This design comes from an exercise in tuning for small area, a short achievable clock period and few clock cycles on the open sky130 flow, not from production work. Function was checked by simulation only, so behaviour that the tests miss may differ from the original. The flow treats the clock pin as an ideal source, which a real chip does not have.

Setup of main:
## conv_yt
module conv_yt(
input             rst,
input             clk,
output            M0_R_req,
output     [31:0] M0_addr,
input      [31:0] M0_R_data,
output     [3:0]  M0_W_req,
output     [31:0] M0_W_data,
output            M1_R_req,
output     [31:0] M1_addr,
input      [31:0] M1_R_data,
output reg [3:0]  M1_W_req,
output     [31:0] M1_W_data,
input             start,
output reg        finish
);
Size: ~5,500 cells after synthesis, ~210 I/O pins, roughly 0.049 sq mm of cells after synthesis.
Settings: LEC_CHECK=0, ABC_AREA=1, CAP_MARGIN=20, CORE_MARGIN=2, CORE_UTILIZATION=40, SLEW_MARGIN=70; clock period 26.0 ns.
standard.sh (not shown) runs the stock make flow with config.mk's settings and CLKGATE_MAP_FILE= SYNTH_SCRIPT=/design/flow/synth_recipe.tcl, a recipe that flattens the netlist after the stock synthesis.
==> flow/flow/run.sh <==
#!/bin/bash
# The standard layout (standard.sh) with three additions:
#  - flow/fapol.py, after the standard synthesis: chooses, for each full-adder
#    cell, whether it works on true or complemented signals (a full adder is
#    self-dual), so that fewer inverters are needed between adders; the
#    netlist's function and its registers are unchanged. The standard
#    synthesis's netlist is kept as 1_2_yosys.standard.v;
#  - flow/ports.tcl, before the placement's resizing step: the buffers that
#    buffer_ports puts on the ports become buf_4 instead of the default delay
#    buffer;
#  - flow/post_cts.tcl, after clock tree synthesis: setup repair aimed at a
#    shorter clock period than the design's (the constraints are unchanged).
set -euo pipefail
here=$(pwd)
export PRE_RESIZE_TCL="$here/flow/ports.tcl"
export POST_CTS_TCL="$here/flow/post_cts.tcl"
export FLOW_TARGET_NS=5.8
res="$here/orfs/results/$FLOW_PLATFORM/conv_yt/base"
bash standard.sh synth > "$here/standard_synth.log" 2>&1
cp "$res/1_2_yosys.v" "$here/1_2_yosys.standard.v"
python3 "$here/flow/fapol.py" "$here/1_2_yosys.standard.v" "$res/1_2_yosys.v" > "$here/fapol.log" 2>&1
rm -f "$res/1_synth.odb" "$res/1_synth.sdc"
bash standard.sh > "$here/standard_make.log" 2>&1
==> flow/flow/post_cts.tcl <==
set target $::env(FLOW_TARGET_NS)
set margin [expr {$::env(FLOW_PERIOD_NS) - $target}]
puts "post_cts.tcl: repair_timing -setup_margin $margin (target $target ns)"
estimate_parasitics -placement
repair_timing -setup -setup_margin $margin -verbose
detailed_placement
check_placement -verbose
estimate_parasitics -placement
report_worst_slack -max
Other scripts of this flow, unchanged in this note and not shown: flow/flow/fapol.py, flow/flow/ports.tcl
Testbench counts of main, summed over its fixed seeds: cycles 52,752.
For the feature branch, these inputs were changed with respect to main:
# main
export LEC_CHECK = 0
export ABC_AREA = 1
export CAP_MARGIN = 20
export CORE_MARGIN = 2
export CORE_UTILIZATION = 40
export SLEW_MARGIN = 70
create_clock -name core_clock -period 26.0 [get_ports {clk}]
# the feature branch
export LEC_CHECK = 0
export ABC_AREA = 1
export CAP_MARGIN = 20
export CORE_MARGIN = 2
export CORE_UTILIZATION = 50
export SLEW_MARGIN = 70
create_clock -name core_clock -period 26.0 [get_ports {clk}]
diff --git a/flow/flow/run.sh b/flow/flow/run.sh
--- a/flow/flow/run.sh
+++ b/flow/flow/run.sh
@@ -16,3 +16,3 @@
 export POST_CTS_TCL="$here/flow/post_cts.tcl"
-export FLOW_TARGET_NS=5.8
+export FLOW_TARGET_NS=6.0
 res="$here/orfs/results/$FLOW_PLATFORM/conv_yt/base"
==> run summary <==
main went all the way through the flow, and no timing, DRC or antenna check failed. The feature branch finished every step from synthesis to the final layout, and the layout passed the timing, DRC and antenna checks. In the flow results for main and the feature branch, the clock skew is smaller on the feature branch. Summary of the feature branch over main: sum of routed wire segments on met1 lower, number of non-clock inverters lower. Looking at weighted congestion at the end of routability-driven global placement, the feature branch sits 2.4% higher than main does. The feature branch vs. main: area of all placed cells without fillers now smaller, layout net count shows a reduction of 78, wire length decreased by about 5.3% relative to the old numbers, total via count in the routed design fell by 2.5%, die footprint went down by about 20%.

Starting RTL as in the previous note.
// conv_yt
module conv_yt(
input             rst,
input             clk,
output            M0_R_req,
output     [31:0] M0_addr,
input      [31:0] M0_R_data,
output     [3:0]  M0_W_req,
output     [31:0] M0_W_data,
output            M1_R_req,
output     [31:0] M1_addr,
input      [31:0] M1_R_data,
output reg [3:0]  M1_W_req,
output     [31:0] M1_W_data,
input             start,
output reg        finish
);
==> flow/config.mk <==
export PLATFORM = sky130hd
export DESIGN_NAME = conv_yt
export DESIGN_NICKNAME = conv_yt
export VERILOG_FILES = /design/flow/design.v
export SDC_FILE = /design/flow/constraint.sdc
export NUM_CORES = 4
export LEC_CHECK = 0
export ABC_AREA = 1
export CAP_MARGIN = 20
export CORE_MARGIN = 2
export CORE_UTILIZATION = 60
export SLEW_MARGIN = 70
==> flow/constraint.sdc <==
create_clock -name core_clock -period 26.0 [get_ports {clk}]
set_input_delay 5.2000 -clock core_clock [delete_from_list [all_inputs] [get_ports {clk}]]
set_output_delay 5.2000 -clock core_clock [all_outputs]
set_load 0.01 [all_outputs]
==> flow/flow/run.sh <==
#!/bin/bash
# The standard layout (standard.sh) with three additions:
#  - flow/fapol.py, after the standard synthesis: chooses, for each full-adder
#    cell, whether it works on true or complemented signals (a full adder is
#    self-dual), so that fewer inverters are needed between adders; the
#    netlist's function and its registers are unchanged. The standard
#    synthesis's netlist is kept as 1_2_yosys.standard.v;
#  - flow/ports.tcl, before the placement's resizing step: the buffers that
#    buffer_ports puts on the ports become buf_4 instead of the default delay
#    buffer;
#  - flow/post_cts.tcl, after clock tree synthesis: setup repair aimed at a
#    shorter clock period than the design's (the constraints are unchanged).
set -euo pipefail
here=$(pwd)
export PRE_RESIZE_TCL="$here/flow/ports.tcl"
export POST_CTS_TCL="$here/flow/post_cts.tcl"
export FLOW_TARGET_NS=6.0
res="$here/orfs/results/$FLOW_PLATFORM/conv_yt/base"
bash standard.sh synth > "$here/standard_synth.log" 2>&1
cp "$res/1_2_yosys.v" "$here/1_2_yosys.standard.v"
python3 "$here/flow/fapol.py" "$here/1_2_yosys.standard.v" "$res/1_2_yosys.v" > "$here/fapol.log" 2>&1
rm -f "$res/1_synth.odb" "$res/1_synth.sdc"
bash standard.sh > "$here/standard_make.log" 2>&1
Scripts as last shown in full above: flow/flow/post_cts.tcl
Other scripts of this flow, unchanged in this note and not shown: flow/flow/fapol.py, flow/flow/ports.tcl
The first run finished with timing, DRC and antenna clean.
Testbench counts at the start, summed over its fixed seeds: cycles 52,752.
Rerun with:
--- a/flow/config.mk
+++ b/flow/config.mk
@@ -9,4 +9,4 @@
 export CAP_MARGIN = 20
 export CORE_MARGIN = 2
-export CORE_UTILIZATION = 60
-export SLEW_MARGIN = 70
+export CORE_UTILIZATION = 40
+export SLEW_MARGIN = 20
The new run completed with no timing, DRC or antenna violations.
Critical path depth went down by 28.
Via count rises by 4.6%.
Cell area is higher by 4.7%.
Rerun with:
--- a/flow/flow/run.sh
+++ b/flow/flow/run.sh
@@ -15,5 +15,5 @@
 export PRE_RESIZE_TCL="$here/flow/ports.tcl"
 export POST_CTS_TCL="$here/flow/post_cts.tcl"
-export FLOW_TARGET_NS=6.0
+export FLOW_TARGET_NS=6.2
 res="$here/orfs/results/$FLOW_PLATFORM/conv_yt/base"
 bash standard.sh synth > "$here/standard_synth.log" 2>&1
--- a/flow/config.mk
+++ b/flow/config.mk
@@ -10,3 +10,3 @@
 export CORE_MARGIN = 2
 export CORE_UTILIZATION = 40
-export SLEW_MARGIN = 20
+export SLEW_MARGIN = 70
Final area decreases by 3.8%.
Setup slack loses 0.035 ns.
Register-to-register slack loses 0.22 ns.
Global-route usage decreases by 1.9 points.
Critical path depth increases by 22.
Sequential cell count does not change.
Clock-buffer cell count decreases by 3.
Die area does not change.
Rerun with:
--- a/flow/flow/run.sh
+++ b/flow/flow/run.sh
@@ -15,5 +15,5 @@
 export PRE_RESIZE_TCL="$here/flow/ports.tcl"
 export POST_CTS_TCL="$here/flow/post_cts.tcl"
-export FLOW_TARGET_NS=6.2
+export FLOW_TARGET_NS=6.0
 res="$here/orfs/results/$FLOW_PLATFORM/conv_yt/base"
 bash standard.sh synth > "$here/standard_synth.log" 2>&1
Effect: The new run completed without violations; core utilization came out higher by 0.86 points; sequential share of layout area falls by 0.26 points; hold slack hardly moves; register-to-register slack gets better by 0.25 ns; routed wire length came out higher by 2.4%; cell count came out higher by 0.66%; setup slack gets better by 0.069 ns.

[separate check: timing with driven ports]
No port has a modelled driver above. Below, the same layouts with a new extraction and two added sets of constraints. Step 1 assumes that a clkbuf_16 drives the clock port and a buf_2 every other input. Step 2 also shifts input and output timing later by t, the mid clock arrival at the registers, as if the neighbouring blocks saw the same clock. Three values: no drivers, after step 1, after step 2; two values: the first two.
| run | shift t [ns] | setup WS [ns] | hold slack, ns | clock arrival spread, ns |
|---|---|---|---|---|
| main | 0.742 | 19.590 / 19.516 / 19.507 | 0.319 / 0.319 / 0.319 | 0.043 / 0.043 |
| the feature branch | 0.756 | 19.594 / 19.520 / 19.313 | 0.317 / 0.317 / 0.317 | 0.035 / 0.035 |
| the first run of note 2 | 0.702 | 19.618 / 19.560 / 19.328 | 0.291 / 0.291 / 0.291 | 0.075 / 0.075 |
| the second run of note 2 | 0.738 | 19.558 / 19.484 / 19.303 | 0.317 / 0.317 / 0.317 | 0.054 / 0.053 |
| the third run of note 2 | 0.735 | 19.523 / 19.519 / 19.110 | 0.318 / 0.318 / 0.318 | 0.036 / 0.036 |
| the fourth run of note 2 | 0.739 | 19.592 / 19.518 / 19.285 | 0.320 / 0.320 / 0.320 | 0.042 / 0.042 |
After both steps every run listed still meets setup and hold. The setup slack of the third run of note 2, which loses most, moves by -0.004 ns with the drivers and by -0.413 ns with both steps.
